Background: an optimization exercise with open tools, aiming at small area, a short achievable clock period and few clock cycles. Do not read the settings as production practice. No functional check of the RTL was part of this run. Power figures rest on the tool's default switching activity, not on a simulated workload.

===== flow/run.sh =====
#!/bin/bash
# synth_recipe.tcl (not shown) runs the flow's synth.tcl, then flattens the netlist and writes it again
# the make line also repeats each setting of config.mk as NAME=value (left out here)
make -C /OpenROAD-flow-scripts/flow DESIGN_CONFIG=/design/flow/config.mk WORK_HOME=/design/flow/orfs CLKGATE_MAP_FILE= SYNTH_SCRIPT=/design/flow/synth_recipe.tcl finish

===== flow/design.v =====
module riscie(
	input clk,
	input reset,
	output [31:0] imem_addr,
	input [31:0] imem_rdata,
	output [31:0] dmem_addr,
	output [31:0] dmem_wdata,
	output dmem_we,
	input [31:0] dmem_rdata
);
	reg [31:1] pc;
	assign imem_addr = {pc, 1'b0};
	wire [31:0] fi = imem_rdata;
	wire f_beq = fi[6:0] == 7'b1100011 && fi[14:12] == 3'b000;
	wire f_pred = f_beq && (fi[19:15] == fi[24:20] || fi[31]);
	wire [12:1] f_immb = {fi[31], fi[7], fi[30:25], fi[11:8]};
	wire [12:0] f_lo = {1'b0, pc[12:1]} + {1'b0, f_immb};
	wire [31:13] pc_hi_inc = pc[31:13] + 19'd1;
	wire [31:13] pc_hi_dec = pc[31:13] - 19'd1;
	wire [31:13] f_hi = (f_lo[12] & ~fi[31]) ? pc_hi_inc :
		(~f_lo[12] & fi[31]) ? pc_hi_dec : pc[31:13];
	wire [31:1] f_target = {f_hi, f_lo[11:0]};
	wire [31:1] pc_plus4 = pc + 31'd2;
	reg [31:0] d_inst;
	reg [31:1] d_pc;
	reg d_pred, d_valid;
	wire [4:0] d_rs1 = d_inst[19:15];
	wire [4:0] d_rs2 = d_inst[24:20];
	wire [4:0] d_rd = d_inst[11:7];
	wire [6:0] d_op = d_inst[6:0];
	wire d_isR = d_op == 7'b0110011;
	wire d_isI = d_op == 7'b0010011;
	wire d_isL = d_op == 7'b0000011;
	wire d_isS = d_op == 7'b0100011;
	wire d_isB = d_op == 7'b1100011;
	wire d_we = d_valid && (d_isR || d_isI || d_isL) && d_rd != 5'd0;
	wire d_uses2 = d_isR || d_isS || d_isB;
	reg [31:0] e_a, e_b;
	reg [11:0] e_imm;
	reg [31:1] e_alt;
	reg [4:0] e_rd;
	reg e_fwda, e_fwdb, e_useimm, e_sub, e_and, e_or;
	reg e_we, e_ld, e_st, e_br, e_pred;
	reg [31:0] m_res, m_wdata;
	reg [4:0] m_rd;
	reg m_we, m_ld, m_st;
	reg [31:0] rf [1:31];
	wire [31:0] wb_data = m_ld ? dmem_rdata : m_res;
	always @(posedge clk)
		if (m_we)
			rf[m_rd] <= wb_data;
	wire [31:0] r1 = (d_rs1 == 5'd0) ? 32'd0 : rf[d_rs1];
	wire [31:0] r2 = (d_rs2 == 5'd0) ? 32'd0 : rf[d_rs2];
	wire byp1 = m_we && m_rd == d_rs1;
	wire byp2 = m_we && m_rd == d_rs2;
	wire [31:0] d_a = byp1 ? wb_data : r1;
	wire [31:0] d_b = byp2 ? wb_data : r2;
	wire stall = e_ld && (e_rd == d_rs1 || (d_uses2 && e_rd == d_rs2));
	wire [31:1] d_pc4 = d_pc + 31'd2;
	wire [31:1] d_tgt = d_pc + {{19{d_inst[31]}}, d_inst[31], d_inst[7], d_inst[30:25], d_inst[11:8]};
	wire [31:0] x_a = e_fwda ? m_res : e_a;
	wire [31:0] x_b = e_fwdb ? m_res : e_b;
	wire [31:0] x_op2 = e_useimm ? {{20{e_imm[11]}}, e_imm} : x_b;
	wire [31:0] x_sum = x_a + (x_op2 ^ {32{e_sub}}) + {31'd0, e_sub};
	wire [31:0] x_res = e_and ? (x_a & x_op2) : e_or ? (x_a | x_op2) : x_sum;
	wire x_eq = x_a == x_b;
	wire redirect = e_br && (x_eq != e_pred);
	assign dmem_addr = m_res;
	assign dmem_wdata = m_wdata;
	assign dmem_we = m_st;
	always @(posedge clk) begin
		if (reset)
			pc <= 31'd0;
		else if (redirect)
			pc <= e_alt;
		else if (!stall)
			pc <= f_pred ? f_target : pc_plus4;
		if (reset || redirect)
			d_valid <= 1'b0;
		else if (!stall)
			d_valid <= 1'b1;
		if (!stall) begin
			d_inst <= fi;
			d_pc <= pc;
			d_pred <= f_pred;
		end
		e_a <= d_a;
		e_b <= d_b;
		e_imm <= d_isS ? {d_inst[31:25], d_inst[11:7]} : d_inst[31:20];
		e_alt <= d_pred ? d_pc4 : d_tgt;
		e_rd <= d_rd;
		e_fwda <= e_we && e_rd == d_rs1;
		e_fwdb <= e_we && e_rd == d_rs2;
		e_useimm <= !d_isR;
		e_sub <= d_isR && d_inst[30];
		e_and <= d_isR && d_inst[14:12] == 3'b111;
		e_or <= d_isR && d_inst[14:12] == 3'b110;
		e_pred <= d_pred;
		if (reset || redirect || stall || !d_valid) begin
			e_we <= 1'b0;
			e_ld <= 1'b0;
			e_st <= 1'b0;
			e_br <= 1'b0;
		end else begin
			e_we <= d_we;
			e_ld <= d_isL && d_we;
			e_st <= d_isS;
			e_br <= d_isB && d_inst[14:12] == 3'b000;
		end
		m_res <= x_res;
		m_wdata <= x_b;
		m_rd <= e_rd;
		if (reset) begin
			m_we <= 1'b0;
			m_ld <= 1'b0;
			m_st <= 1'b0;
		end else begin
			m_we <= e_we;
			m_ld <= e_ld;
			m_st <= e_st;
		end
	end
endmodule

===== flow/constraint.sdc =====
create_clock -name core_clock -period 8.0 [get_ports {clk}]
set_input_delay 1.6000 -clock core_clock [delete_from_list [all_inputs] [get_ports {clk}]]
set_output_delay 1.6000 -clock core_clock [all_outputs]
set_load 0.01 [all_outputs]

===== flow/config.mk =====
export PLATFORM = sky130hd
export DESIGN_NAME = riscie
export DESIGN_NICKNAME = riscie
export VERILOG_FILES = /design/flow/design.v
export SDC_FILE = /design/flow/constraint.sdc
export NUM_CORES = 4
export LEC_CHECK = 0
export CAP_MARGIN = 20
export CORE_MARGIN = 2
export CORE_UTILIZATION = 40
export PLACE_DENSITY = 0.6
export SLEW_MARGIN = 20

==> run_results.csv <==
group,metric,value,unit
status,status,"complete, no violations",
cells_and_area,fillCellCount,13358,
cells_and_area,regArea,0.0365,mm^2
placed_design,place.gp.congestion,0.888,
global_route,grt_use_total,0.235,
timing,hold_viol,0,
global_route,grt_pass1_wl,276000,um
cts,cts_tree,"yes",
cts,clock_latency,0.81,ns
die,die_area,0.161,mm^2
power,powerDensity,238,mW/mm^2
timing,skew,0.0422,ns
drt,wirelength,192000,um
cts,cts_resized,0,
drt,dr.pass1.iters,6,
cts,clkSinkCount,1293,
drt,drc_errors,0,
global_route,antenna_found_initial,6,
synth,ys_top_cells_by_area,"edfxtp_1 50%, mux4_2 19%, dfxtp_1 7.5%",
critical_path,required,8.67,ns
placed_design,numPortBuffers,161,
global_route,grt-ovfl-total,0,
timing,relSlewSlack,0.173,
synth,ys_seq_area_frac,0.579,
cells_and_area,final_common_cell,"edfxtp_1",
critical_path,critPathKind,"in2reg",
cells_and_area,area_delta_synth_final,14.2,%
cells_and_area,design_area,0.0720,mm^2
cells_and_area,layout.cells.non_filler,6354,
timing,fin_crit,6.66,ns
timing,setup_viol,0,
cts,cts_max_level,4,
cts,ctsHoldBuffers,0,
synth,synth_cell_type_count,78,
worst_hold_path,hp-class,"reg2reg",
global_route,grt_max_degree,134,
cts,cts_made_buffers,140,
flow_run,maxCapViolations,0,
drt,post_drt_wl_per_cell,30.2,um
critical_path,cp.arrival,7.33,ns
synth,syn_inst,4042,
placed_design,dp_cells,6094,
cells_and_area,nets,4340,
placed_design,dpl-instance-area,0.0673,mm^2
timing,fin_crit_sh,0.832,
synth,ys.flop_type,"edfxtp_1",
critical_path,ff2ff_setup_slack,2.39,ns
power,ir_drop,0.171,mV
synth,syn_area_per_cell,15.6,um^2
timing,rsz0062_at_grt,"false",
global_route,grt_pass1_vias,38705,
die,start_util,0.403,
synth,async_reset_ff_frac,0,
cts,root_buffer,"clkbuf_16",
drt,via_per_inst,6.20,
die,io_pins,163,
placed_design,dp.final_hpwl,115000,um
cells_and_area,layout_common_cells,"1,056 x edfxtp_1, 544 x mux4_2, 223 x dfxtp_1, 215 x mux2i_1, 214 x a21oi_1",
timing,tightest_slew,1.21,ns
cts,cts_buffer_depth,3,
timing,hold_ws,0.390,ns
synth,ys_ff_latch,1293,
synth,yosys.area.top_type,"edfxtp_1",
die,die_h,401,um
timing,final.setup.worst_slack,1.34,ns
cts,path_clk_slew,0.06,ns
synth,synth_warnings,1,
die,core_area,0.156,mm^2
synth,synth_top_area_frac,0.503,
power,p_leak,24.1,nW
critical_path,crit_path_end_kind,"register",
timing,drv_slew,0,
drt,vias,39423,
critical_path,cp-start-kind,"input port",
cells_and_area,multi_input_area,0.0255,mm^2
synth,syn-num-nets,4204,
critical_path,worstPathMaxFanout,3,
timing,fmax,150,MHz
drt,ant_nets,0,
cts,cts_setup_buffers,0,
cells_and_area,drive_above_1_share,0.223,
synth,synth_edf_count,1056,
timing,finalSetupTns,0,ns
drt,initialDrtViolationCount,5152,
placed_design,dp_slack,0.597,ns
die,die-width,401,um
synth,synth_area,0.0630,mm^2
die,rows,145,
## critical path, cell delays in order
cell and delay, ns:
clkdlybuf4s50_1 0.54, ha_1 0.28, fa_1 0.49, a21o_1 0.22, a21oi_1 0.22, o21bai_1 0.09
a21oi_1 0.22, o21ai_0 0.20, nand3_1 0.14, a21boi_0 0.12, o21ai_0 0.19, nand2b_1 0.08
ha_1 0.25, inv_1 0.13, ha_1 0.24, a21o_1 0.18, a21oi_1 0.21, o21ai_1 0.13
a2111oi_2 0.47, o31ai_1 0.20, o41ai_2 0.45, nor2b_1 0.12, a31oi_1 0.22, xnor2_1 0.11
a41o_1 0.22
## area by class of cell
class / count / area share
antenna: 2 / 0.0000695
sequential: 1293 / 0.507
clock buffer: 178 / 0.0519
clock inverter: 80 / 0.0132
timing repair buffer: 250 / 0.0325
inverter: 103 / 0.00537
tap: 2058 / 0.0358
multi-input combinational: 2390 / 0.354
## cell families after synthesis
logic type | Yosys count | share of synthesized area
adder cells (fa/ha/maj) | 96 | 0.0195
other | 1 | 0.0000595
flip-flops | 1293 | 0.579
AO/OA/AOI/OAI | 679 | 0.0672
multiplexers | 815 | 0.239
XOR/XNOR | 212 | 0.0295
AND/OR/NAND/NOR | 587 | 0.0442
buffers and inverters | 359 | 0.0223
## layer usage
metal	up-vias	part of all wire	global-route usage	wire (um)
met1	20462	0.42	0.332	80500
met3	308	0.089	0.0469	17100
li1	16629	-	-	-
met4	4	0.027	0.0708	5280
met2	2020	0.46	0.370	89200
met5	-	0.00014	0	26
## worst paths after layout
kind,startpoint,to,cells past startpoint
max reg2reg,pc[1],pc[30],24
min reg2reg,e_rd[0],m_rd[0],0
max,imem_rdata[8],pc[30],25
min,e_rd[0],m_rd[0],0
## cells in the mapped netlist (all sizes together), types with 26 or more instances
cell / count
xnor2: 129
o22ai: 75
clkbuf: 178
edfxtp: 1056
xor2: 83
mux4: 544
nand4: 26
a21o: 32
mux2i: 220
buf: 78
inv: 103
nand2: 136
ha: 92
mux2: 51
a211oi: 118
dfxtp: 237
a21oi: 214
nand3: 81
nor2: 196
o21ai: 124
## per-stage QoR
stage | power (mW) | utilization
finish | 17.1 | 0.460
global route | 17.7 | 0.460
CTS | 17.2 | 0.460
detailed placement | 10.7 | 0.430
global placement | 10.7 | 0.430
floorplan | 9.60 | -
## flip-flops by register name, summed over array words and instances (netlist names), 32 cells and up, named ones only
register / count
d_inst: 32
e_a: 32
e_b: 32
m_res: 32
m_wdata: 32
rf: 992
## power by group
group	switching (mW)	internal, mW
sequential	0.292	7.99
combinational	1.48	0.811
clock	2.85	3.70

==> static timing again, ports no longer ideal <==
In the flow no input, the clock included, has a driving cell. The finished layout below was timed again as built, in two steps.
Step 1 (the two cells are an assumption about what drives the block):
set clk [get_ports {clk}]
set_driving_cell -lib_cell sky130_fd_sc_hd__clkbuf_16 $clk
set_driving_cell -lib_cell sky130_fd_sc_hd__buf_2 [delete_from_list [all_inputs] $clk]
Step 2 times the ports against the registers' clock, not the clock port: input delays grow and output delays shrink by t, the midpoint of the rising clock arrivals with the driver on.
Three values: ideal ports, drivers, drivers and shift; two values: the first two.
shift t [ns]: 0.863
setup slack, ns: 1.342 / 1.395 / 0.531
hold slack, ns: 0.390 / 0.390 / 0.390
latest minus earliest clock arrival (ns): 0.043 / 0.043
After both steps this run still meets setup and hold. For this run, drivers alone change the setup slack by +0.053 ns; drivers and shift together by -0.811 ns.
